This is an optimization exercise on Yosys and OpenROAD, whose aim is small area, not a production implementation. Only the layout flow was run in this run; the RTL was not checked for function there.

**flow/design.v**
```verilog
module pipelined_fir(clk,reset,xn,yn);
input clk,reset;
input signed [15:0] xn;
output wire signed [15:0] yn;
reg [15:0] a;
reg [15:0] b;
reg [15:0] c;
reg [15:0] d;   
reg [15:0] yr;
wire [15:0] ysum;
wire [15:0] na = ~a;
wire [15:0] nb = ~b;
wire [15:0] nc = ~c;
wire [15:0] nd = ~d;
always @(posedge clk or posedge reset)
  if (reset) begin
    a <= 16'h0000; b <= 16'h0000; c <= 16'h0000; d <= 16'hffff; yr <= 16'h0000;
  end else begin
    a <= xn; b <= a; c <= b; d <= nc; yr <= ysum;
  end
assign yn = yr;
wire s1, c2;
fir_fa u_s1 (.a(a[1]), .b(b[0]), .c(c[1]), .s(s1), .co(c2));
wire s3, c4;
fir_fa u_s3 (.a(a[0]), .b(a[2]), .c(b[1]), .s(s3), .co(c4));
wire s5, c6;
fir_ha u_s5 (.a(c[0]), .b(c[2]), .s(s5), .co(c6));
wire s7, c8;
fir_fa u_s7 (.a(s5), .b(c2), .c(s3), .s(s7), .co(c8));
wire s9, c10;
fir_fa u_s9 (.a(a[1]), .b(a[3]), .c(b[2]), .s(s9), .co(c10));
wire s11, c12;
fir_fa u_s11 (.a(c[1]), .b(c[3]), .c(d[0]), .s(s11), .co(c12));
wire s13, c14;
fir_fa u_s13 (.a(c6), .b(c4), .c(s11), .s(s13), .co(c14));
wire s15, c16;
fir_fa u_s15 (.a(s9), .b(c8), .c(s13), .s(s15), .co(c16));
wire s17, c18;
fir_fa u_s17 (.a(a[2]), .b(a[4]), .c(b[0]), .s(s17), .co(c18));
wire s19, c20;
fir_fa u_s19 (.a(b[3]), .b(c[2]), .c(c[4]), .s(s19), .co(c20));
wire s21, c22;
fir_fa u_s21 (.a(d[1]), .b(c10), .c(c12), .s(s21), .co(c22));
wire s23, c24;
fir_ha u_s23 (.a(s17), .b(s19), .s(s23), .co(c24));
wire s25, c26;
fir_fa u_s25 (.a(s23), .b(c14), .c(s21), .s(s25), .co(c26));
wire s27, c28;
fir_fa u_s27 (.a(a[3]), .b(a[5]), .c(b[1]), .s(s27), .co(c28));
wire s29, c30;
fir_fa u_s29 (.a(b[4]), .b(c[0]), .c(c[3]), .s(s29), .co(c30));
wire s31, c32;
fir_fa u_s31 (.a(c[5]), .b(d[0]), .c(d[2]), .s(s31), .co(c32));
wire s33, c34;
fir_fa u_s33 (.a(c18), .b(c20), .c(s27), .s(s33), .co(c34));
wire s35, c36;
fir_ha u_s35 (.a(s29), .b(s31), .s(s35), .co(c36));
wire s37, c38;
fir_fa u_s37 (.a(c24), .b(s35), .c(c22), .s(s37), .co(c38));
wire s39, c40;
fir_fa u_s39 (.a(s33), .b(c26), .c(s37), .s(s39), .co(c40));
wire s41, c42;
fir_fa u_s41 (.a(a[0]), .b(a[4]), .c(a[6]), .s(s41), .co(c42));
wire s43, c44;
fir_fa u_s43 (.a(b[0]), .b(b[2]), .c(b[5]), .s(s43), .co(c44));
wire s45, c46;
fir_fa u_s45 (.a(c[1]), .b(c[4]), .c(c[6]), .s(s45), .co(c46));
wire s47, c48;
fir_fa u_s47 (.a(d[1]), .b(d[3]), .c(c28), .s(s47), .co(c48));
wire s49, c50;
fir_fa u_s49 (.a(c30), .b(c32), .c(s41), .s(s49), .co(c50));
wire s51, c52;
fir_fa u_s51 (.a(s43), .b(s45), .c(c36), .s(s51), .co(c52));
wire s53, c54;
fir_fa u_s53 (.a(c34), .b(s47), .c(s49), .s(s53), .co(c54));
wire s55, c56;
fir_fa u_s55 (.a(s51), .b(c38), .c(s53), .s(s55), .co(c56));
wire s57, c58;
fir_fa u_s57 (.a(a[1]), .b(a[5]), .c(a[7]), .s(s57), .co(c58));
wire s59, c60;
fir_fa u_s59 (.a(b[1]), .b(b[3]), .c(b[6]), .s(s59), .co(c60));
wire s61, c62;
fir_fa u_s61 (.a(c[2]), .b(c[5]), .c(c[7]), .s(s61), .co(c62));
wire s63, c64;
fir_ha u_s63 (.a(d[2]), .b(d[4]), .s(s63), .co(c64));
wire s65, c66;
fir_fa u_s65 (.a(s63), .b(c42), .c(c44), .s(s65), .co(c66));
wire s67, c68;
fir_fa u_s67 (.a(c46), .b(s57), .c(s59), .s(s67), .co(c68));
wire s69, c70;
fir_fa u_s69 (.a(s61), .b(c48), .c(c50), .s(s69), .co(c70));
wire s71, c72;
fir_fa u_s71 (.a(s65), .b(s67), .c(c52), .s(s71), .co(c72));
wire s73, c74;
fir_fa u_s73 (.a(c54), .b(s69), .c(s71), .s(s73), .co(c74));
wire s75, c76;
fir_fa u_s75 (.a(a[2]), .b(a[6]), .c(a[8]), .s(s75), .co(c76));
wire s77, c78;
fir_fa u_s77 (.a(b[0]), .b(b[2]), .c(b[4]), .s(s77), .co(c78));
wire s79, c80;
fir_fa u_s79 (.a(b[7]), .b(c[3]), .c(c[6]), .s(s79), .co(c80));
wire s81, c82;
fir_fa u_s81 (.a(c[8]), .b(d[0]), .c(d[3]), .s(s81), .co(c82));
wire s83, c84;
fir_ha u_s83 (.a(d[5]), .b(c64), .s(s83), .co(c84));
wire s85, c86;
fir_fa u_s85 (.a(c58), .b(c60), .c(c62), .s(s85), .co(c86));
wire s87, c88;
fir_fa u_s87 (.a(s75), .b(s77), .c(s79), .s(s87), .co(c88));
wire s89, c90;
fir_fa u_s89 (.a(s81), .b(s83), .c(c66), .s(s89), .co(c90));
wire s91, c92;
fir_fa u_s91 (.a(c68), .b(s85), .c(s87), .s(s91), .co(c92));
wire s93, c94;
fir_fa u_s93 (.a(c70), .b(s89), .c(s91), .s(s93), .co(c94));
wire s95, c96;
fir_fa u_s95 (.a(c72), .b(s93), .c(c74), .s(s95), .co(c96));
wire s97, c98;
fir_fa u_s97 (.a(a[0]), .b(a[3]), .c(a[7]), .s(s97), .co(c98));
wire s99, c100;
fir_fa u_s99 (.a(a[9]), .b(b[1]), .c(b[3]), .s(s99), .co(c100));
wire s101, c102;
fir_fa u_s101 (.a(b[5]), .b(b[8]), .c(c[4]), .s(s101), .co(c102));
wire s103, c104;
fir_fa u_s103 (.a(c[7]), .b(c[9]), .c(d[1]), .s(s103), .co(c104));
wire s105, c106;
fir_ha u_s105 (.a(d[4]), .b(d[6]), .s(s105), .co(c106));
wire s107, c108;
fir_fa u_s107 (.a(s105), .b(c76), .c(c78), .s(s107), .co(c108));
wire s109, c110;
fir_fa u_s109 (.a(c80), .b(c82), .c(c84), .s(s109), .co(c110));
wire s111, c112;
fir_fa u_s111 (.a(s101), .b(s103), .c(s97), .s(s111), .co(c112));
wire s113, c114;
fir_fa u_s113 (.a(s99), .b(c86), .c(c88), .s(s113), .co(c114));
wire s115, c116;
fir_fa u_s115 (.a(s107), .b(s109), .c(s111), .s(s115), .co(c116));
wire s117, c118;
fir_fa u_s117 (.a(c90), .b(c92), .c(s113), .s(s117), .co(c118));
wire s119, c120;
fir_fa u_s119 (.a(s115), .b(c94), .c(s117), .s(s119), .co(c120));
wire s121, c122;
fir_fa u_s121 (.a(a[0]), .b(a[10]), .c(a[1]), .s(s121), .co(c122));
wire s123, c124;
fir_fa u_s123 (.a(a[4]), .b(a[8]), .c(b[2]), .s(s123), .co(c124));
wire s125, c126;
fir_fa u_s125 (.a(b[4]), .b(b[6]), .c(b[9]), .s(s125), .co(c126));
wire s127, c128;
fir_fa u_s127 (.a(c[10]), .b(c[5]), .c(c[8]), .s(s127), .co(c128));
wire s129, c130;
fir_fa u_s129 (.a(d[2]), .b(d[5]), .c(d[7]), .s(s129), .co(c130));
wire s131, c132;
fir_ha u_s131 (.a(nc[0]), .b(c106), .s(s131), .co(c132));
wire s133, c134;
fir_fa u_s133 (.a(c100), .b(c102), .c(c104), .s(s133), .co(c134));
wire s135, c136;
fir_fa u_s135 (.a(c98), .b(s121), .c(s123), .s(s135), .co(c136));
wire s137, c138;
fir_fa u_s137 (.a(s125), .b(s127), .c(s129), .s(s137), .co(c138));
wire s139, c140;
fir_fa u_s139 (.a(s131), .b(c108), .c(c110), .s(s139), .co(c140));
wire s141, c142;
fir_fa u_s141 (.a(c112), .b(s133), .c(s135), .s(s141), .co(c142));
wire s143, c144;
fir_fa u_s143 (.a(s137), .b(c114), .c(c116), .s(s143), .co(c144));
wire s145, c146;
fir_fa u_s145 (.a(s139), .b(s141), .c(c118), .s(s145), .co(c146));
wire s147, c148;
fir_fa u_s147 (.a(s143), .b(c120), .c(s145), .s(s147), .co(c148));
wire s149, c150;
fir_fa u_s149 (.a(a[11]), .b(a[1]), .c(a[2]), .s(s149), .co(c150));
wire s151, c152;
fir_fa u_s151 (.a(a[5]), .b(a[9]), .c(b[10]), .s(s151), .co(c152));
wire s153, c154;
fir_fa u_s153 (.a(b[3]), .b(b[5]), .c(b[7]), .s(s153), .co(c154));
wire s155, c156;
fir_fa u_s155 (.a(c[11]), .b(c[6]), .c(c[9]), .s(s155), .co(c156));
wire s157, c158;
fir_fa u_s157 (.a(d[0]), .b(d[3]), .c(d[6]), .s(s157), .co(c158));
wire s159, c160;
fir_fa u_s159 (.a(d[8]), .b(nc[1]), .c(c122), .s(s159), .co(c160));
wire s161, c162;
fir_fa u_s161 (.a(c124), .b(c126), .c(c128), .s(s161), .co(c162));
wire s163, c164;
fir_fa u_s163 (.a(c130), .b(c132), .c(s149), .s(s163), .co(c164));
wire s165, c166;
fir_fa u_s165 (.a(s151), .b(s153), .c(s155), .s(s165), .co(c166));
wire s167, c168;
fir_fa u_s167 (.a(s157), .b(c134), .c(c136), .s(s167), .co(c168));
wire s169, c170;
fir_fa u_s169 (.a(c138), .b(s159), .c(s161), .s(s169), .co(c170));
wire s171, c172;
fir_fa u_s171 (.a(s163), .b(s165), .c(c140), .s(s171), .co(c172));
wire s173, c174;
fir_fa u_s173 (.a(c142), .b(s167), .c(s169), .s(s173), .co(c174));
wire s175, c176;
fir_fa u_s175 (.a(c144), .b(s171), .c(s173), .s(s175), .co(c176));
wire s177, c178;
fir_fa u_s177 (.a(c146), .b(s175), .c(c148), .s(s177), .co(c178));
wire s179, c180;
fir_fa u_s179 (.a(a[10]), .b(a[12]), .c(a[2]), .s(s179), .co(c180));
wire s181, c182;
fir_fa u_s181 (.a(a[3]), .b(a[6]), .c(b[0]), .s(s181), .co(c182));
wire s183, c184;
fir_fa u_s183 (.a(b[11]), .b(b[4]), .c(b[6]), .s(s183), .co(c184));
wire s185, c186;
fir_fa u_s185 (.a(b[8]), .b(c[10]), .c(c[12]), .s(s185), .co(c186));
wire s187, c188;
fir_fa u_s187 (.a(c[7]), .b(d[1]), .c(d[4]), .s(s187), .co(c188));
wire s189, c190;
fir_fa u_s189 (.a(d[7]), .b(d[9]), .c(nc[0]), .s(s189), .co(c190));
wire s191, c192;
fir_fa u_s191 (.a(nc[2]), .b(c150), .c(c152), .s(s191), .co(c192));
wire s193, c194;
fir_fa u_s193 (.a(c154), .b(c156), .c(c158), .s(s193), .co(c194));
wire s195, c196;
fir_fa u_s195 (.a(s179), .b(s181), .c(s183), .s(s195), .co(c196));
wire s197, c198;
fir_fa u_s197 (.a(s185), .b(s187), .c(s189), .s(s197), .co(c198));
wire s199, c200;
fir_fa u_s199 (.a(c160), .b(c162), .c(c164), .s(s199), .co(c200));
wire s201, c202;
fir_fa u_s201 (.a(c166), .b(s191), .c(s193), .s(s201), .co(c202));
wire s203, c204;
fir_ha u_s203 (.a(s195), .b(s197), .s(s203), .co(c204));
wire s205, c206;
fir_fa u_s205 (.a(s203), .b(c168), .c(c170), .s(s205), .co(c206));
wire s207, c208;
fir_fa u_s207 (.a(s199), .b(s201), .c(c172), .s(s207), .co(c208));
wire s209, c210;
fir_fa u_s209 (.a(c174), .b(s205), .c(s207), .s(s209), .co(c210));
wire s211, c212;
fir_fa u_s211 (.a(c176), .b(s209), .c(c178), .s(s211), .co(c212));
wire s213, c214;
fir_fa u_s213 (.a(a[0]), .b(a[11]), .c(a[13]), .s(s213), .co(c214));
wire s215, c216;
fir_fa u_s215 (.a(a[3]), .b(a[4]), .c(a[7]), .s(s215), .co(c216));
wire s217, c218;
fir_fa u_s217 (.a(b[12]), .b(b[1]), .c(b[5]), .s(s217), .co(c218));
wire s219, c220;
fir_fa u_s219 (.a(b[7]), .b(b[9]), .c(c[11]), .s(s219), .co(c220));
wire s221, c222;
fir_fa u_s221 (.a(c[13]), .b(c[8]), .c(d[10]), .s(s221), .co(c222));
wire s223, c224;
fir_fa u_s223 (.a(d[2]), .b(d[5]), .c(d[8]), .s(s223), .co(c224));
wire s225, c226;
fir_ha u_s225 (.a(nc[1]), .b(nc[3]), .s(s225), .co(c226));
wire s227, c228;
fir_fa u_s227 (.a(s225), .b(c180), .c(c182), .s(s227), .co(c228));
wire s229, c230;
fir_fa u_s229 (.a(c184), .b(c186), .c(c188), .s(s229), .co(c230));
wire s231, c232;
fir_fa u_s231 (.a(c190), .b(s213), .c(s215), .s(s231), .co(c232));
wire s233, c234;
fir_fa u_s233 (.a(s217), .b(s219), .c(s221), .s(s233), .co(c234));
wire s235, c236;
fir_fa u_s235 (.a(s223), .b(c192), .c(c194), .s(s235), .co(c236));
wire s237, c238;
fir_fa u_s237 (.a(c196), .b(s227), .c(s229), .s(s237), .co(c238));
wire s239, c240;
fir_fa u_s239 (.a(c198), .b(s231), .c(s233), .s(s239), .co(c240));
wire s241, c242;
fir_fa u_s241 (.a(c204), .b(c200), .c(c202), .s(s241), .co(c242));
wire s243, c244;
fir_fa u_s243 (.a(s235), .b(s237), .c(s239), .s(s243), .co(c244));
wire s245, c246;
fir_fa u_s245 (.a(c206), .b(s241), .c(s243), .s(s245), .co(c246));
wire s247, c248;
fir_fa u_s247 (.a(c208), .b(s245), .c(c210), .s(s247), .co(c248));
wire s249, c250;
fir_fa u_s249 (.a(a[0]), .b(a[12]), .c(a[14]), .s(s249), .co(c250));
wire s251, c252;
fir_fa u_s251 (.a(a[1]), .b(a[4]), .c(a[5]), .s(s251), .co(c252));
wire s253, c254;
fir_fa u_s253 (.a(a[8]), .b(b[0]), .c(b[10]), .s(s253), .co(c254));
wire s255, c256;
fir_fa u_s255 (.a(b[13]), .b(b[2]), .c(b[6]), .s(s255), .co(c256));
wire s257, c258;
fir_fa u_s257 (.a(b[8]), .b(c[12]), .c(c[14]), .s(s257), .co(c258));
wire s259, c260;
fir_fa u_s259 (.a(c[9]), .b(d[0]), .c(d[11]), .s(s259), .co(c260));
wire s261, c262;
fir_fa u_s261 (.a(d[3]), .b(d[6]), .c(d[9]), .s(s261), .co(c262));
wire s263, c264;
fir_fa u_s263 (.a(nc[0]), .b(nc[2]), .c(nc[4]), .s(s263), .co(c264));
wire s265, c266;
fir_fa u_s265 (.a(c226), .b(c214), .c(c216), .s(s265), .co(c266));
wire s267, c268;
fir_fa u_s267 (.a(c218), .b(c220), .c(c222), .s(s267), .co(c268));
wire s269, c270;
fir_fa u_s269 (.a(c224), .b(s249), .c(s251), .s(s269), .co(c270));
wire s271, c272;
fir_fa u_s271 (.a(s253), .b(s255), .c(s257), .s(s271), .co(c272));
wire s273, c274;
fir_fa u_s273 (.a(s259), .b(s261), .c(s263), .s(s273), .co(c274));
wire s275, c276;
fir_fa u_s275 (.a(c228), .b(c230), .c(c232), .s(s275), .co(c276));
wire s277, c278;
fir_fa u_s277 (.a(c234), .b(s265), .c(s267), .s(s277), .co(c278));
wire s279, c280;
fir_fa u_s279 (.a(s269), .b(s271), .c(s273), .s(s279), .co(c280));
wire s281, c282;
fir_fa u_s281 (.a(c236), .b(c238), .c(c240), .s(s281), .co(c282));
wire s283, c284;
fir_fa u_s283 (.a(s275), .b(s277), .c(s279), .s(s283), .co(c284));
wire s285, c286;
fir_fa u_s285 (.a(c242), .b(c244), .c(s281), .s(s285), .co(c286));
wire s287, c288;
fir_fa u_s287 (.a(s283), .b(c246), .c(s285), .s(s287), .co(c288));
wire s289, c290;
fir_fa u_s289 (.a(a[13]), .b(a[1]), .c(a[2]), .s(s289), .co(c290));
wire s291, c292;
fir_fa u_s291 (.a(a[5]), .b(a[6]), .c(a[9]), .s(s291), .co(c292));
wire s293, c294;
fir_fa u_s293 (.a(b[11]), .b(b[14]), .c(b[1]), .s(s293), .co(c294));
wire s295, c296;
fir_fa u_s295 (.a(b[3]), .b(b[7]), .c(b[9]), .s(s295), .co(c296));
wire s297, c298;
fir_fa u_s297 (.a(c[10]), .b(c[13]), .c(d[10]), .s(s297), .co(c298));
wire s299, c300;
fir_fa u_s299 (.a(d[12]), .b(d[1]), .c(d[4]), .s(s299), .co(c300));
wire s301, c302;
fir_fa u_s301 (.a(d[7]), .b(na[15]), .c(nc[15]), .s(s301), .co(c302));
wire s303, c304;
fir_fa u_s303 (.a(nc[1]), .b(nc[3]), .c(nc[5]), .s(s303), .co(c304));
wire s305, c306;
fir_fa u_s305 (.a(c250), .b(c252), .c(c254), .s(s305), .co(c306));
wire s307, c308;
fir_fa u_s307 (.a(c256), .b(c258), .c(c260), .s(s307), .co(c308));
wire s309, c310;
fir_fa u_s309 (.a(c262), .b(c264), .c(s289), .s(s309), .co(c310));
wire s311, c312;
fir_fa u_s311 (.a(s291), .b(s293), .c(s295), .s(s311), .co(c312));
wire s313, c314;
fir_fa u_s313 (.a(s297), .b(s299), .c(s301), .s(s313), .co(c314));
wire s315, c316;
fir_fa u_s315 (.a(s303), .b(c266), .c(c268), .s(s315), .co(c316));
wire s317, c318;
fir_fa u_s317 (.a(c270), .b(c272), .c(s305), .s(s317), .co(c318));
wire s319, c320;
fir_fa u_s319 (.a(s307), .b(c274), .c(s309), .s(s319), .co(c320));
wire s321, c322;
fir_ha u_s321 (.a(s311), .b(s313), .s(s321), .co(c322));
wire s323, c324;
fir_fa u_s323 (.a(s321), .b(c276), .c(c278), .s(s323), .co(c324));
wire s325, c326;
fir_fa u_s325 (.a(s315), .b(s317), .c(c280), .s(s325), .co(c326));
wire s327, c328;
fir_fa u_s327 (.a(s319), .b(c282), .c(s323), .s(s327), .co(c328));
wire s329, c330;
fir_fa u_s329 (.a(c284), .b(s325), .c(c286), .s(s329), .co(c330));
wire s331, c332;
fir_fa u_s331 (.a(s327), .b(c288), .c(s329), .s(s331), .co(c332));
wire s333, c334;
fir_fa u_s333 (.a(a[10]), .b(a[14]), .c(a[2]), .s(s333), .co(c334));
wire s335, c336;
fir_fa u_s335 (.a(a[3]), .b(a[6]), .c(a[7]), .s(s335), .co(c336));
wire s337, c338;
fir_fa u_s337 (.a(b[10]), .b(b[12]), .c(b[2]), .s(s337), .co(c338));
wire s339, c340;
fir_fa u_s339 (.a(b[4]), .b(b[8]), .c(c[11]), .s(s339), .co(c340));
wire s341, c342;
fir_fa u_s341 (.a(c[14]), .b(d[11]), .c(d[13]), .s(s341), .co(c342));
wire s343, c344;
fir_fa u_s343 (.a(d[2]), .b(d[5]), .c(d[8]), .s(s343), .co(c344));
wire s345, c346;
fir_fa u_s345 (.a(nb[15]), .b(nc[2]), .c(nc[4]), .s(s345), .co(c346));
wire s347, c348;
fir_fa u_s347 (.a(nc[6]), .b(c290), .c(c292), .s(s347), .co(c348));
wire s349, c350;
fir_fa u_s349 (.a(c294), .b(c296), .c(c298), .s(s349), .co(c350));
wire s351, c352;
fir_fa u_s351 (.a(c300), .b(c302), .c(c304), .s(s351), .co(c352));
wire s353, c354;
fir_fa u_s353 (.a(s333), .b(s335), .c(s337), .s(s353), .co(c354));
wire s355, c356;
fir_fa u_s355 (.a(s339), .b(s341), .c(s343), .s(s355), .co(c356));
wire s357, c358;
fir_fa u_s357 (.a(s345), .b(c306), .c(c308), .s(s357), .co(c358));
wire s359, c360;
fir_fa u_s359 (.a(c310), .b(c312), .c(s347), .s(s359), .co(c360));
wire s361, c362;
fir_fa u_s361 (.a(s349), .b(c314), .c(s351), .s(s361), .co(c362));
wire s363, c364;
fir_fa u_s363 (.a(s353), .b(s355), .c(c316), .s(s363), .co(c364));
wire s365, c366;
fir_fa u_s365 (.a(c322), .b(c318), .c(s357), .s(s365), .co(c366));
wire s367, c368;
fir_fa u_s367 (.a(c320), .b(s359), .c(s361), .s(s367), .co(c368));
wire s369, c370;
fir_fa u_s369 (.a(c324), .b(s363), .c(s365), .s(s369), .co(c370));
wire s371, c372;
fir_fa u_s371 (.a(c326), .b(s367), .c(c328), .s(s371), .co(c372));
wire s373, c374;
fir_fa u_s373 (.a(s369), .b(c330), .c(s371), .s(s373), .co(c374));
wire s375, c376;
fir_fa u_s375 (.a(a[11]), .b(a[3]), .c(a[4]), .s(s375), .co(c376));
wire s377, c378;
fir_fa u_s377 (.a(a[7]), .b(a[8]), .c(b[11]), .s(s377), .co(c378));
wire s379, c380;
fir_fa u_s379 (.a(b[13]), .b(b[3]), .c(b[5]), .s(s379), .co(c380));
wire s381, c382;
fir_fa u_s381 (.a(b[9]), .b(c[12]), .c(d[12]), .s(s381), .co(c382));
wire s383, c384;
fir_fa u_s383 (.a(d[14]), .b(d[3]), .c(d[6]), .s(s383), .co(c384));
wire s385, c386;
fir_fa u_s385 (.a(d[9]), .b(na[15]), .c(nc[15]), .s(s385), .co(c386));
wire s387, c388;
fir_fa u_s387 (.a(nc[3]), .b(nc[5]), .c(nc[7]), .s(s387), .co(c388));
wire s389, c390;
fir_fa u_s389 (.a(c334), .b(c336), .c(c338), .s(s389), .co(c390));
wire s391, c392;
fir_fa u_s391 (.a(c340), .b(c342), .c(c344), .s(s391), .co(c392));
wire s393, c394;
fir_fa u_s393 (.a(c346), .b(s375), .c(s377), .s(s393), .co(c394));
wire s395, c396;
fir_fa u_s395 (.a(s379), .b(s381), .c(s383), .s(s395), .co(c396));
wire s397, c398;
fir_ha u_s397 (.a(s385), .b(s387), .s(s397), .co(c398));
wire s399, c400;
fir_fa u_s399 (.a(s397), .b(c348), .c(c350), .s(s399), .co(c400));
wire s401, c402;
fir_fa u_s401 (.a(c352), .b(c354), .c(c356), .s(s401), .co(c402));
wire s403, c404;
fir_fa u_s403 (.a(s389), .b(s391), .c(s393), .s(s403), .co(c404));
wire s405, c406;
fir_fa u_s405 (.a(s395), .b(c358), .c(c360), .s(s405), .co(c406));
wire s407, c408;
fir_fa u_s407 (.a(s399), .b(c362), .c(s401), .s(s407), .co(c408));
wire s409, c410;
fir_fa u_s409 (.a(s403), .b(c364), .c(c366), .s(s409), .co(c410));
wire s411, c412;
fir_fa u_s411 (.a(s405), .b(c368), .c(s407), .s(s411), .co(c412));
wire s413, c414;
fir_fa u_s413 (.a(c370), .b(s409), .c(s411), .s(s413), .co(c414));
wire s415, c416;
fir_fa u_s415 (.a(c372), .b(s413), .c(c374), .s(s415), .co(c416));
wire s417, c418;
fir_fa u_s417 (.a(a[12]), .b(a[4]), .c(a[5]), .s(s417), .co(c418));
wire s419, c420;
fir_fa u_s419 (.a(a[8]), .b(a[9]), .c(b[10]), .s(s419), .co(c420));
wire s421, c422;
fir_fa u_s421 (.a(b[12]), .b(b[14]), .c(b[4]), .s(s421), .co(c422));
wire s423, c424;
fir_fa u_s423 (.a(b[6]), .b(c[13]), .c(d[10]), .s(s423), .co(c424));
wire s425, c426;
fir_fa u_s425 (.a(d[13]), .b(d[4]), .c(d[7]), .s(s425), .co(c426));
wire s427, c428;
fir_fa u_s427 (.a(nc[4]), .b(nc[6]), .c(nc[8]), .s(s427), .co(c428));
wire s429, c430;
fir_fa u_s429 (.a(nd[15]), .b(c376), .c(c378), .s(s429), .co(c430));
wire s431, c432;
fir_fa u_s431 (.a(c380), .b(c382), .c(c384), .s(s431), .co(c432));
wire s433, c434;
fir_fa u_s433 (.a(c386), .b(c388), .c(s417), .s(s433), .co(c434));
wire s435, c436;
fir_fa u_s435 (.a(s419), .b(s421), .c(s423), .s(s435), .co(c436));
wire s437, c438;
fir_ha u_s437 (.a(s425), .b(s427), .s(s437), .co(c438));
wire s439, c440;
fir_fa u_s439 (.a(c398), .b(s437), .c(c390), .s(s439), .co(c440));
wire s441, c442;
fir_fa u_s441 (.a(c392), .b(c394), .c(c396), .s(s441), .co(c442));
wire s443, c444;
fir_fa u_s443 (.a(s429), .b(s431), .c(s433), .s(s443), .co(c444));
wire s445, c446;
fir_fa u_s445 (.a(s435), .b(c400), .c(c402), .s(s445), .co(c446));
wire s447, c448;
fir_fa u_s447 (.a(s439), .b(c404), .c(s441), .s(s447), .co(c448));
wire s449, c450;
fir_fa u_s449 (.a(s443), .b(c406), .c(c408), .s(s449), .co(c450));
wire s451, c452;
fir_fa u_s451 (.a(s445), .b(s447), .c(c410), .s(s451), .co(c452));
wire s453, c454;
fir_fa u_s453 (.a(c412), .b(s449), .c(s451), .s(s453), .co(c454));
wire s455, c456;
fir_fa u_s455 (.a(c414), .b(s453), .c(c416), .s(s455), .co(c456));
wire s457, c458;
fir_fa u_s457 (.a(a[10]), .b(a[13]), .c(a[5]), .s(s457), .co(c458));
wire s459, c460;
fir_fa u_s459 (.a(a[6]), .b(a[9]), .c(b[11]), .s(s459), .co(c460));
wire s461, c462;
fir_fa u_s461 (.a(b[13]), .b(b[5]), .c(b[7]), .s(s461), .co(c462));
wire s463, c464;
fir_fa u_s463 (.a(c[14]), .b(d[11]), .c(d[14]), .s(s463), .co(c464));
wire s465, c466;
fir_fa u_s465 (.a(d[5]), .b(d[8]), .c(nb[15]), .s(s465), .co(c466));
wire s467, c468;
fir_fa u_s467 (.a(nc[5]), .b(nc[7]), .c(nc[9]), .s(s467), .co(c468));
wire s469, c470;
fir_fa u_s469 (.a(c418), .b(c420), .c(c422), .s(s469), .co(c470));
wire s471, c472;
fir_fa u_s471 (.a(c424), .b(c426), .c(c428), .s(s471), .co(c472));
wire s473, c474;
fir_fa u_s473 (.a(s457), .b(s459), .c(s461), .s(s473), .co(c474));
wire s475, c476;
fir_fa u_s475 (.a(s463), .b(s465), .c(s467), .s(s475), .co(c476));
wire s477, c478;
fir_fa u_s477 (.a(c438), .b(c430), .c(c432), .s(s477), .co(c478));
wire s479, c480;
fir_fa u_s479 (.a(c434), .b(c436), .c(s469), .s(s479), .co(c480));
wire s481, c482;
fir_fa u_s481 (.a(s471), .b(s473), .c(s475), .s(s481), .co(c482));
wire s483, c484;
fir_fa u_s483 (.a(c440), .b(c442), .c(s477), .s(s483), .co(c484));
wire s485, c486;
fir_ha u_s485 (.a(c444), .b(s479), .s(s485), .co(c486));
wire s487, c488;
fir_fa u_s487 (.a(s481), .b(s485), .c(c446), .s(s487), .co(c488));
wire s489, c490;
fir_fa u_s489 (.a(c448), .b(s483), .c(c450), .s(s489), .co(c490));
wire s491, c492;
fir_fa u_s491 (.a(s487), .b(c452), .c(s489), .s(s491), .co(c492));
wire s493, c494;
fir_fa u_s493 (.a(c454), .b(s491), .c(c456), .s(s493), .co(c494));
wire s495, c496;
fir_fa u_s495 (.a(a[10]), .b(a[11]), .c(a[14]), .s(s495), .co(c496));
wire s497, c498;
fir_fa u_s497 (.a(a[6]), .b(a[7]), .c(b[12]), .s(s497), .co(c498));
wire s499, c500;
fir_fa u_s499 (.a(b[14]), .b(b[6]), .c(b[8]), .s(s499), .co(c500));
wire s501, c502;
fir_fa u_s501 (.a(d[12]), .b(d[6]), .c(d[9]), .s(s501), .co(c502));
wire s503, c504;
fir_fa u_s503 (.a(nc[10]), .b(nc[15]), .c(nc[6]), .s(s503), .co(c504));
wire s505, c506;
fir_fa u_s505 (.a(nc[8]), .b(nd[15]), .c(c458), .s(s505), .co(c506));
wire s507, c508;
fir_fa u_s507 (.a(c460), .b(c462), .c(c464), .s(s507), .co(c508));
wire s509, c510;
fir_fa u_s509 (.a(c466), .b(c468), .c(s495), .s(s509), .co(c510));
wire s511, c512;
fir_fa u_s511 (.a(s497), .b(s499), .c(s501), .s(s511), .co(c512));
wire s513, c514;
fir_fa u_s513 (.a(s503), .b(c470), .c(c472), .s(s513), .co(c514));
wire s515, c516;
fir_fa u_s515 (.a(c474), .b(s505), .c(s507), .s(s515), .co(c516));
wire s517, c518;
fir_fa u_s517 (.a(c476), .b(s509), .c(s511), .s(s517), .co(c518));
wire s519, c520;
fir_fa u_s519 (.a(c478), .b(c480), .c(s513), .s(s519), .co(c520));
wire s521, c522;
fir_fa u_s521 (.a(s515), .b(c482), .c(s517), .s(s521), .co(c522));
wire s523, c524;
fir_fa u_s523 (.a(c486), .b(c484), .c(s519), .s(s523), .co(c524));
wire s525, c526;
fir_fa u_s525 (.a(s521), .b(c488), .c(s523), .s(s525), .co(c526));
wire s527, c528;
fir_fa u_s527 (.a(c490), .b(s525), .c(c492), .s(s527), .co(c528));
wire s529, c530;
fir_fa u_s529 (.a(a[11]), .b(a[12]), .c(a[7]), .s(s529), .co(c530));
wire s531, c532;
fir_fa u_s531 (.a(a[8]), .b(b[13]), .c(b[7]), .s(s531), .co(c532));
wire s533, c534;
fir_fa u_s533 (.a(b[9]), .b(d[10]), .c(d[13]), .s(s533), .co(c534));
wire s535, c536;
fir_fa u_s535 (.a(d[7]), .b(na[15]), .c(nb[15]), .s(s535), .co(c536));
wire s537, c538;
fir_fa u_s537 (.a(nc[11]), .b(nc[7]), .c(nc[9]), .s(s537), .co(c538));
wire s539, c540;
fir_fa u_s539 (.a(c496), .b(c498), .c(c500), .s(s539), .co(c540));
wire s541, c542;
fir_fa u_s541 (.a(c502), .b(c504), .c(s529), .s(s541), .co(c542));
wire s543, c544;
fir_fa u_s543 (.a(s531), .b(s533), .c(s535), .s(s543), .co(c544));
wire s545, c546;
fir_fa u_s545 (.a(s537), .b(c506), .c(c508), .s(s545), .co(c546));
wire s547, c548;
fir_fa u_s547 (.a(c510), .b(c512), .c(s539), .s(s547), .co(c548));
wire s549, c550;
fir_fa u_s549 (.a(s541), .b(s543), .c(c514), .s(s549), .co(c550));
wire s551, c552;
fir_fa u_s551 (.a(c516), .b(s545), .c(c518), .s(s551), .co(c552));
wire s553, c554;
fir_fa u_s553 (.a(s547), .b(c520), .c(s549), .s(s553), .co(c554));
wire s555, c556;
fir_fa u_s555 (.a(c522), .b(s551), .c(c524), .s(s555), .co(c556));
wire s557, c558;
fir_fa u_s557 (.a(s553), .b(c526), .c(s555), .s(s557), .co(c558));
wire s559, c560;
fir_fa u_s559 (.a(a[12]), .b(a[13]), .c(a[8]), .s(s559), .co(c560));
wire s561, c562;
fir_fa u_s561 (.a(a[9]), .b(b[10]), .c(b[14]), .s(s561), .co(c562));
wire s563, c564;
fir_fa u_s563 (.a(b[8]), .b(d[11]), .c(d[14]), .s(s563), .co(c564));
wire s565, c566;
fir_fa u_s565 (.a(d[8]), .b(nc[10]), .c(nc[12]), .s(s565), .co(c566));
wire s567, c568;
fir_fa u_s567 (.a(nc[8]), .b(c530), .c(c532), .s(s567), .co(c568));
wire s569, c570;
fir_fa u_s569 (.a(c534), .b(c536), .c(c538), .s(s569), .co(c570));
wire s571, c572;
fir_fa u_s571 (.a(s559), .b(s561), .c(s563), .s(s571), .co(c572));
wire s573, c574;
fir_fa u_s573 (.a(s565), .b(c540), .c(c542), .s(s573), .co(c574));
wire s575, c576;
fir_fa u_s575 (.a(s567), .b(c544), .c(s569), .s(s575), .co(c576));
wire s577, c578;
fir_fa u_s577 (.a(s571), .b(c546), .c(c548), .s(s577), .co(c578));
wire s579, c580;
fir_fa u_s579 (.a(s573), .b(s575), .c(c550), .s(s579), .co(c580));
wire s581, c582;
fir_fa u_s581 (.a(c552), .b(s577), .c(c554), .s(s581), .co(c582));
wire s583, c584;
fir_fa u_s583 (.a(s579), .b(c556), .c(s581), .s(s583), .co(c584));
wire s585, c586;
fir_fa u_s585 (.a(a[10]), .b(a[13]), .c(a[14]), .s(s585), .co(c586));
wire s587, c588;
fir_fa u_s587 (.a(a[9]), .b(b[11]), .c(b[9]), .s(s587), .co(c588));
wire s589, c590;
fir_fa u_s589 (.a(d[12]), .b(d[9]), .c(nb[15]), .s(s589), .co(c590));
wire s591, c592;
fir_fa u_s591 (.a(nc[11]), .b(nc[13]), .c(nc[9]), .s(s591), .co(c592));
wire s593, c594;
fir_fa u_s593 (.a(nd[15]), .b(c560), .c(c562), .s(s593), .co(c594));
wire s595, c596;
fir_fa u_s595 (.a(c564), .b(c566), .c(s585), .s(s595), .co(c596));
wire s597, c598;
fir_fa u_s597 (.a(s587), .b(s589), .c(s591), .s(s597), .co(c598));
wire s599, c600;
fir_fa u_s599 (.a(c568), .b(c570), .c(c572), .s(s599), .co(c600));
wire s601, c602;
fir_fa u_s601 (.a(s593), .b(s595), .c(s597), .s(s601), .co(c602));
wire s603, c604;
fir_fa u_s603 (.a(c574), .b(c576), .c(s599), .s(s603), .co(c604));
wire s605, c606;
fir_ha u_s605 (.a(s601), .b(c578), .s(s605), .co(c606));
wire s607, c608;
fir_fa u_s607 (.a(s603), .b(s605), .c(c580), .s(s607), .co(c608));
wire s609, c610;
fir_fa u_s609 (.a(c582), .b(s607), .c(c584), .s(s609), .co(c610));
wire s611, c612;
fir_fa u_s611 (.a(a[10]), .b(a[11]), .c(a[14]), .s(s611), .co(c612));
wire s613, c614;
fir_fa u_s613 (.a(b[10]), .b(b[12]), .c(d[10]), .s(s613), .co(c614));
wire s615, c616;
fir_fa u_s615 (.a(d[13]), .b(na[15]), .c(nc[10]), .s(s615), .co(c616));
wire s617, c618;
fir_ha u_s617 (.a(nc[12]), .b(nc[14]), .s(s617), .co(c618));
wire s619, c620;
fir_fa u_s619 (.a(s617), .b(c586), .c(c588), .s(s619), .co(c620));
wire s621, c622;
fir_fa u_s621 (.a(c590), .b(c592), .c(s611), .s(s621), .co(c622));
wire s623, c624;
fir_fa u_s623 (.a(s613), .b(s615), .c(c594), .s(s623), .co(c624));
wire s625, c626;
fir_fa u_s625 (.a(c596), .b(s619), .c(c598), .s(s625), .co(c626));
wire s627, c628;
fir_fa u_s627 (.a(s621), .b(c600), .c(s623), .s(s627), .co(c628));
wire s629, c630;
fir_fa u_s629 (.a(c602), .b(s625), .c(c604), .s(s629), .co(c630));
wire s631, c632;
fir_fa u_s631 (.a(s627), .b(c606), .c(s629), .s(s631), .co(c632));
wire s633, c634;
fir_fa u_s633 (.a(c608), .b(s631), .c(c610), .s(s633), .co(c634));
wire s635, c636;
fir_fa u_s635 (.a(a[11]), .b(a[12]), .c(b[11]), .s(s635), .co(c636));
wire s637, c638;
fir_fa u_s637 (.a(b[13]), .b(c[15]), .c(d[11]), .s(s637), .co(c638));
wire s639, c640;
fir_fa u_s639 (.a(d[14]), .b(na[15]), .c(nc[11]), .s(s639), .co(c640));
wire s641, c642;
fir_fa u_s641 (.a(nc[13]), .b(c618), .c(c612), .s(s641), .co(c642));
wire s643, c644;
fir_fa u_s643 (.a(c614), .b(c616), .c(s635), .s(s643), .co(c644));
wire s645, c646;
fir_fa u_s645 (.a(s637), .b(s639), .c(c620), .s(s645), .co(c646));
wire s647, c648;
fir_fa u_s647 (.a(c622), .b(s641), .c(s643), .s(s647), .co(c648));
wire s649, c650;
fir_fa u_s649 (.a(c624), .b(s645), .c(c626), .s(s649), .co(c650));
wire s651, c652;
fir_fa u_s651 (.a(s647), .b(c628), .c(s649), .s(s651), .co(c652));
wire s653, c654;
fir_fa u_s653 (.a(c630), .b(s651), .c(c632), .s(s653), .co(c654));
wire s655, c656;
fir_fa u_s655 (.a(a[12]), .b(a[13]), .c(b[12]), .s(s655), .co(c656));
wire s657, c658;
fir_fa u_s657 (.a(b[14]), .b(d[12]), .c(nc[12]), .s(s657), .co(c658));
wire s659, c660;
fir_ha u_s659 (.a(nc[14]), .b(nd[15]), .s(s659), .co(c660));
wire s661, c662;
fir_fa u_s661 (.a(s659), .b(c636), .c(c638), .s(s661), .co(c662));
wire s663, c664;
fir_fa u_s663 (.a(c640), .b(s655), .c(s657), .s(s663), .co(c664));
wire s665, c666;
fir_fa u_s665 (.a(c642), .b(c644), .c(s661), .s(s665), .co(c666));
wire s667, c668;
fir_fa u_s667 (.a(s663), .b(c646), .c(c648), .s(s667), .co(c668));
wire s669, c670;
fir_fa u_s669 (.a(s665), .b(c650), .c(s667), .s(s669), .co(c670));
wire s671, c672;
fir_fa u_s671 (.a(c652), .b(s669), .c(c654), .s(s671), .co(c672));
wire s673, c674;
fir_fa u_s673 (.a(a[13]), .b(a[14]), .c(b[13]), .s(s673), .co(c674));
wire s675, c676;
fir_fa u_s675 (.a(c[15]), .b(d[13]), .c(nb[15]), .s(s675), .co(c676));
wire s677, c678;
fir_fa u_s677 (.a(nc[13]), .b(c660), .c(c656), .s(s677), .co(c678));
wire s679, c680;
fir_fa u_s679 (.a(c658), .b(s673), .c(s675), .s(s679), .co(c680));
wire s681, c682;
fir_fa u_s681 (.a(c662), .b(s677), .c(c664), .s(s681), .co(c682));
wire s683, c684;
fir_fa u_s683 (.a(s679), .b(c666), .c(s681), .s(s683), .co(c684));
wire s685, c686;
fir_fa u_s685 (.a(c668), .b(s683), .c(c670), .s(s685), .co(c686));
wire s687, c688;
fir_fa u_s687 (.a(a[14]), .b(b[14]), .c(d[14]), .s(s687), .co(c688));
wire s689, c690;
fir_ha u_s689 (.a(na[15]), .b(nc[14]), .s(s689), .co(c690));
wire s691, c692;
fir_fa u_s691 (.a(s689), .b(c674), .c(c676), .s(s691), .co(c692));
wire s693, c694;
fir_fa u_s693 (.a(s687), .b(c678), .c(c680), .s(s693), .co(c694));
wire s695, c696;
fir_fa u_s695 (.a(s691), .b(c682), .c(s693), .s(s695), .co(c696));
wire s697, c698;
fir_fa u_s697 (.a(c684), .b(s695), .c(c686), .s(s697), .co(c698));
wire s699, c700;
fir_fa u_s699 (.a(c[15]), .b(na[15]), .c(nb[15]), .s(s699), .co(c700));
wire s701, c702;
fir_fa u_s701 (.a(nd[15]), .b(c690), .c(c688), .s(s701), .co(c702));
wire s703, c704;
fir_fa u_s703 (.a(s699), .b(c692), .c(s701), .s(s703), .co(c704));
wire s705, c706;
fir_fa u_s705 (.a(c694), .b(s703), .c(c696), .s(s705), .co(c706));
wire s707, c708;
fir_ha u_s707 (.a(c700), .b(c702), .s(s707), .co(c708));
wire s709, c710;
fir_fa u_s709 (.a(s707), .b(c704), .c(c706), .s(s709), .co(c710));
wire g711 = ~a[0] & ~c[0];
wire p712 = ~a[0] ^ ~c[0];
wire g713 = 1'b1 & ~s15;
wire p714 = 1'b1 ^ ~s15;
wire g715 = ~c16 & ~s25;
wire p716 = ~c16 ^ ~s25;
wire g717 = ~c40 & ~s55;
wire p718 = ~c40 ^ ~s55;
wire g719 = ~c56 & ~s73;
wire p720 = ~c56 ^ ~s73;
wire g721 = ~s119 & ~c96;
wire p722 = ~s119 ^ ~c96;
wire g723 = ~s247 & ~c212;
wire p724 = ~s247 ^ ~c212;
wire g725 = ~s287 & ~c248;
wire p726 = ~s287 ^ ~c248;
wire g727 = ~c332 & ~s373;
wire p728 = ~c332 ^ ~s373;
wire g729 = ~s527 & ~c494;
wire p730 = ~s527 ^ ~c494;
wire g731 = ~s557 & ~c528;
wire p732 = ~s557 ^ ~c528;
wire g733 = ~c558 & ~s583;
wire p734 = ~c558 ^ ~s583;
wire g735 = ~s653 & ~c634;
wire p736 = ~s653 ^ ~c634;
wire g737 = ~s685 & ~c672;
wire p738 = ~s685 ^ ~c672;
wire g739 = ~s705 & ~c698;
wire p740 = ~s705 ^ ~c698;
wire g741 = ~c708 & ~c710;
wire p742 = ~c708 ^ ~c710;
wire G743 = ~s1 & g711;
wire P744 = ~s1 & p712;
wire G745 = ~s7 & G743;
wire P746 = ~s7 & P744;
wire G747 = g713 | p714 & G745;
wire P748 = p714 & P746;
wire G749 = g715 | p716 & G747;
wire P750 = p716 & P748;
wire G751 = ~s39 & G749;
wire P752 = ~s39 & P750;
wire G753 = g717 | p718 & G751;
wire P754 = p718 & P752;
wire G755 = g719 | p720 & G753;
wire P756 = p720 & P754;
wire G757 = ~s95 & G755;
wire P758 = ~s95 & P756;
wire G759 = g721 | p722 & G757;
wire P760 = p722 & P758;
wire G761 = ~s147 & G759;
wire P762 = ~s147 & P760;
wire G763 = ~s177 & G761;
wire P764 = ~s177 & P762;
wire G765 = ~s211 & G763;
wire P766 = ~s211 & P764;
wire G767 = g723 | p724 & G765;
wire P768 = p724 & P766;
wire G769 = g725 | p726 & G767;
wire P770 = p726 & P768;
wire G771 = ~s331 & G769;
wire P772 = ~s331 & P770;
wire G773 = g727 | p728 & G771;
wire P774 = p728 & P772;
wire P775 = ~s455 & ~s415;
wire P776 = p730 & ~s493;
wire G777 = g733 | p734 & g731;
wire P778 = p734 & p732;
wire P779 = ~s633 & ~s609;
wire G780 = ~s671 & g735;
wire P781 = ~s671 & p736;
wire G782 = ~s697 & g737;
wire P783 = ~s697 & p738;
wire G784 = ~s709 & g739;
wire P785 = ~s709 & p740;
wire G786 = ~s415 & G773;
wire P787 = ~s415 & P774;
wire G788 = P775 & G773;
wire P789 = P775 & P774;
wire G790 = g731 | p732 & g729;
wire P791 = p732 & P776;
wire G792 = G777 | P778 & g729;
wire P793 = P778 & P776;
wire P794 = p736 & P779;
wire P795 = P781 & P779;
wire G796 = g739 | p740 & G782;
wire P797 = p740 & P783;
wire G798 = G784 | P785 & G782;
wire P799 = P785 & P783;
wire G800 = ~s493 & G788;
wire P801 = ~s493 & P789;
wire G802 = g729 | P776 & G788;
wire P803 = P776 & P789;
wire G804 = G790 | P791 & G788;
wire P805 = P791 & P789;
wire G806 = G792 | P793 & G788;
wire P807 = P793 & P789;
wire G808 = g737 | p738 & G780;
wire P809 = p738 & P795;
wire G810 = G782 | P783 & G780;
wire P811 = P783 & P795;
wire G812 = G796 | P797 & G780;
wire P813 = P797 & P795;
wire G814 = G798 | P799 & G780;
wire P815 = P799 & P795;
wire G816 = ~s609 & G806;
wire P817 = ~s609 & P807;
wire G818 = P779 & G806;
wire P819 = P779 & P807;
wire G820 = g735 | P794 & G806;
wire P821 = P794 & P807;
wire G822 = G780 | P795 & G806;
wire P823 = P795 & P807;
wire G824 = G808 | P809 & G806;
wire P825 = P809 & P807;
wire G826 = G810 | P811 & G806;
wire P827 = P811 & P807;
wire G828 = G812 | P813 & G806;
wire P829 = P813 & P807;
wire G830 = G814 | P815 & G806;
wire P831 = P815 & P807;
wire G832 = g741 | p742 & G830;
wire P833 = p742 & P831;
wire y834 = p728 ^ G771;
wire y835 = ~s415 ^ G773;
wire y836 = ~s455 ^ G786;
wire y837 = ~s493 ^ G788;
wire y838 = p730 ^ G800;
wire y839 = p732 ^ G802;
wire y840 = p734 ^ G804;
wire y841 = ~s609 ^ G806;
wire y842 = ~s633 ^ G816;
wire y843 = p736 ^ G818;
wire y844 = ~s671 ^ G820;
wire y845 = p738 ^ G822;
wire y846 = ~s697 ^ G824;
wire y847 = p740 ^ G826;
wire y848 = ~s709 ^ G828;
wire y849 = p742 ^ G830;
assign ysum = {y849, y848, y847, y846, y845, y844, y843, y842, y841, y840, y839, y838, y837, y836, y835, y834};
endmodule
module fir_fa(a, b, c, s, co);
input a, b, c;
output s, co;
assign s = a ^ b ^ c;
assign co = (a & b) | (a & c) | (b & c);
endmodule
module fir_ha(a, b, s, co);
input a, b;
output s, co;
assign s = a ^ b;
assign co = a & b;
endmodule
```
**flow/flow/run.sh**
```bash
#!/bin/bash
# Layout flow: the standard flow (standard.sh, unchanged synthesis), with
# the port buffers made from the smallest buffer cell and clock tree synthesis
# run without dummy balancing loads. The make output goes to standard.log.
set -e
bash standard.sh \
  'BUFFER_PORTS_ARGS=-buffer_cell sky130_fd_sc_hd__buf_1' \
  'CTS_ARGS=-sink_clustering_enable -sink_clustering_size 40 -sink_clustering_max_diameter 300 -repair_clock_nets -dont_use_dummy_load -buf_list sky130_fd_sc_hd__clkbuf_8' \
  finish > standard.log 2>&1
```
**flow/standard.sh**
```bash
#!/bin/bash
# synth_recipe.tcl (not shown) runs the flow's synth.tcl, then flattens the netlist and writes it again
# the make line also repeats each setting of config.mk as NAME=value (left out here)
make -C /OpenROAD-flow-scripts/flow DESIGN_CONFIG=/design/flow/config.mk WORK_HOME=/design/flow/orfs CLKGATE_MAP_FILE= SYNTH_SCRIPT=/design/flow/synth_recipe.tcl "${@:-finish}"
```
**flow/config.mk**
```make
export PLATFORM = sky130hd
export DESIGN_NAME = pipelined_fir
export DESIGN_NICKNAME = pipelined_fir
export VERILOG_FILES = /design/flow/design.v
export SDC_FILE = /design/flow/constraint.sdc
export NUM_CORES = 4
export LEC_CHECK = 0
export CAP_MARGIN = 20
export CORE_MARGIN = 2
export CORE_UTILIZATION = 40
export CTS_BUF_LIST = sky130_fd_sc_hd__clkbuf_8
export SLEW_MARGIN = 20
export SYNTH_HIERARCHICAL = 1
```
**flow/constraint.sdc**
```tcl
create_clock -name core_clock -period 8.0 [get_ports {clk}]
set_input_delay 1.6000 -clock core_clock [delete_from_list [all_inputs] [get_ports {clk}]]
set_output_delay 1.6000 -clock core_clock [all_outputs]
set_load 0.01 [all_outputs]
```
==> out/results.tsv <==
metric	value	unit
FFs w/ async S/R, synth	100	%
Tcrit/Tclk final	83.8	%
Final #Nets	980	
post-synthesis sequential area ratio	20.7	%
Synth area leader	fa_1	
post-DP HPWL	20400	um
detailed-route DRC error count	0	
final hold vios	0	
clk slew on worst S/H paths	90	ps
Fillers	2202	
Startpoint Class	register	
Num CTS Buffers	9	
top-area cell type share of the netlist area	69.4	%
number of diodes	0	
starting density of the core	40.4	%
post-CTS resize count	0	
critical path's largest stage delay	760	ps
final setup TNS	0	ps
syn nets	934	
Distinct cells, synth	30	
TritonCTS clock tree	done	
clock buffer depth	2	
die height	160	um
routing usage on met2	32.9	%
Synth area leaders	fa_1, dfrtp_1, dfstp_2	
FF/Latch Area	2020	um2
Layout area overhead	6.87	%
fmax	149	MHz
Core ar.	24100	um2
full die area	25600	um2
worst skew pair latency	380	ps
Syn Inst Count	545	
hold slack final	384	ps
actual slew at the worst max-slew pin	746	ps
worst path buffer plus inverter count	1	
ys flop type	dfrtp_1	
GPL Wtd Cong	0.967	
EDFF count, synth	0	
DR iter-0 viols	298	
Worst Clk Skew	19.2	ps
Antenna Nets Post-Route	0	
unrepaired setup endpoints after global routing	no	
vias	4670	
met1 usage	26.4	%
Max-slew headroom	50.3	%
Crit path max-delay family	adder cells	
Die Width	160	um
status	complete, no violations	
total track usage	20.0	%
first-pass GRT wire length	36400	um
busiest grt layer	met2	
Avg Cell Area, Syn	17.9	um2
Worst EP required	8260	ps
met3 Use GR	5.01	%
min cycle time layout	6700	ps
layout cells sized above 1	6.28	%
Hold Path Class	register to register	
Rows	57	
setup bufs post-CTS	0	
largest net degree at the start of global routing	60	
Root Driver	clkbuf_8	
vias in the first global route	5937	
Pre-antenna DRT Iters	4	
max-cap viol count	0	
GR Overflow Total	0	
I/O pins	34	
synthesis warning total	7	
via/cell ratio	5.12	
initial antenna violation count	0	
CP arrival	6960	ps
Crit path top cell by count	fa_1	
Slew Viols, Final	0	
CP max stage cell	dfrtp_1	
critical path endpoint category	register	
kind of critical path	register to register	
htree depth	3	
Multi-input gate area	7530	um2
drt total wl	23300	um
synthesized cell area	9740	um2
number of I/O port buffers	33	
WL per Instance	25.6	um
Finish-stage setup viols	0	
Post-CTS Hold Buffers	0	
# clock sinks	80	
Crit Path Max Fanout	8	
#FFs+latches synth	80	
CP Cell Sequence	fa_1 > fa_1 > fa_1 > fa_1 > fa_1 > fa_1 > fa_1 > fa_1 > fa_1 > fa_1 > inv_1 > ha_1 > and4b_1 > a22oi_2 > o22ai_2 > a21oi_1 > nor2_1 > xor2_1	
==> worst paths after layout <==
check                           startpoint               end  slack, ps  depth (start not counted)
min in group asynchronous            reset  yr[14]$_DFF_PP0_       1180                          2
max in group asynchronous            reset    c[6]$_DFF_PP0_       5740                          3
min reg2reg                b[15]$_DFF_PP0_   c[15]$_DFF_PP0_        380                          0
max reg2reg                a[10]$_DFF_PP0_  yr[13]$_DFF_PP0_       1300                         18
min                        b[15]$_DFF_PP0_   c[15]$_DFF_PP0_        380                          0
max                        a[10]$_DFF_PP0_  yr[13]$_DFF_PP0_       1300                         18
==> stage by stage <==
| stage | worst slack (ps) | cell area [um2] | utilization [%] | std cells |
|---|---|---|---|---|
| 6_report | 1300 | 10400 | 43.2 | 913 |
| 5_1_grt | 955 | 10400 | 43.2 | 913 |
| 4_1_cts | 1210 | 10400 | 43.2 | 913 |
| 3_5_place_dp | 1230 | 10300 | 42.7 | 904 |
| 3_3_place_gp | 1260 | 10300 | 42.7 | 904 |
| 2_1_floorplan | 1850 | 9740 | - | 545 |
==> per-layer routing <==
layer | part of all wire [%] | vias up
met4 | 3.1 | 2
met3 | 6.9 | 44
met1 | 39 | 2725
met2 | 50 | 149
li1 | - | 1750
met5 | 0.21 | -
==> layout by cell type (no fill, tap or decap), drive strengths merged, types with 3 or more instances in the layout <==
cell    count
dfrtp      64
dfstp      16
inv        49
xnor2       8
nor2        4
fa        338
buf        35
a21oi       4
clkbuf      9
xor2        5
ha         33
a31oi       3
==> cells in the mapped netlist (2+ instances only) <==
master and count:
o21a_1 2, a31oi_1 3, xor2_1 5, dfrtp_1 64
dfstp_2 16, ha_1 33, xnor2_1 8, a21oi_2 2
fa_1 338, a21oi_1 2, nor2_1 4, inv_1 50
==> cell type report <==
cell class | count | area share (%)
multi-input combinational | 415 | 72.4
sequential | 80 | 19.4
tap | 324 | 3.89
inverter | 50 | 1.81
timing repair buffer | 35 | 1.33
clock buffer | 9 | 1.19
==> worst register-to-register path: stages, from the launching register on <==
cell and delay [ps]:
dfrtp_1 760, fa_1 560, fa_1 500, fa_1 520
fa_1 430, fa_1 440, fa_1 410, fa_1 420
fa_1 390, fa_1 390, fa_1 360, inv_1 60
ha_1 260, and4b_1 200, a22oi_2 290, o22ai_2 140
a21oi_1 240, nor2_1 80, xor2_1 140
==> cells by family after synthesis <==
| group | share of synthesized area (%) |
|---|---|
| AND/OR/NAND/NOR | 1.17 |
| AO/OA/AOI/OAI | 1.31 |
| adder cells (fa/ha/maj) | 73.7 |
| XOR/XNOR | 1.17 |
| flip-flops | 20.7 |
| buffers and inverters | 1.93 |
==> sequential cells by signal, indices dropped and copies added (netlist names) <==
register,cells
a,16
b,16
c,16
yr,16
d,16
==> Yosys stat by module (local to each module, per instance) <==
module,times used,cell area [um2]
fir_fa,337,20.0
fir_ha,18,12.5
pipelined_fir,1,2770

[separate check: timing with driven ports]
Ports are ideal in the flow. The routed layout listed here was re-timed in OpenROAD. Step 1 sets driving cells, clkbuf_16 on the clock port and buf_2 on the other inputs (assumed; they add their load-dependent delay and slew). Step 2 adds t to the input delays and takes it off the output delays; t is the mean of the earliest and latest rising clock arrival at the registers after step 1. Input paths then give back, and output paths get back, about the clock's delay inside the block. Three values: ideal, step 1, step 2; two values: the first two.
t, ns: 0.414
setup slack, ns: 1.299 / 1.299 / 1.299
worst setup path after step 2: register to register
worst slew at a driven data input, ns: 0.05
pins driven straight from the clock port: 1
After both steps setup and hold are still met in this run. The setup slack of this run moves by 0.000 ns with the drivers and by 0.000 ns with both steps.
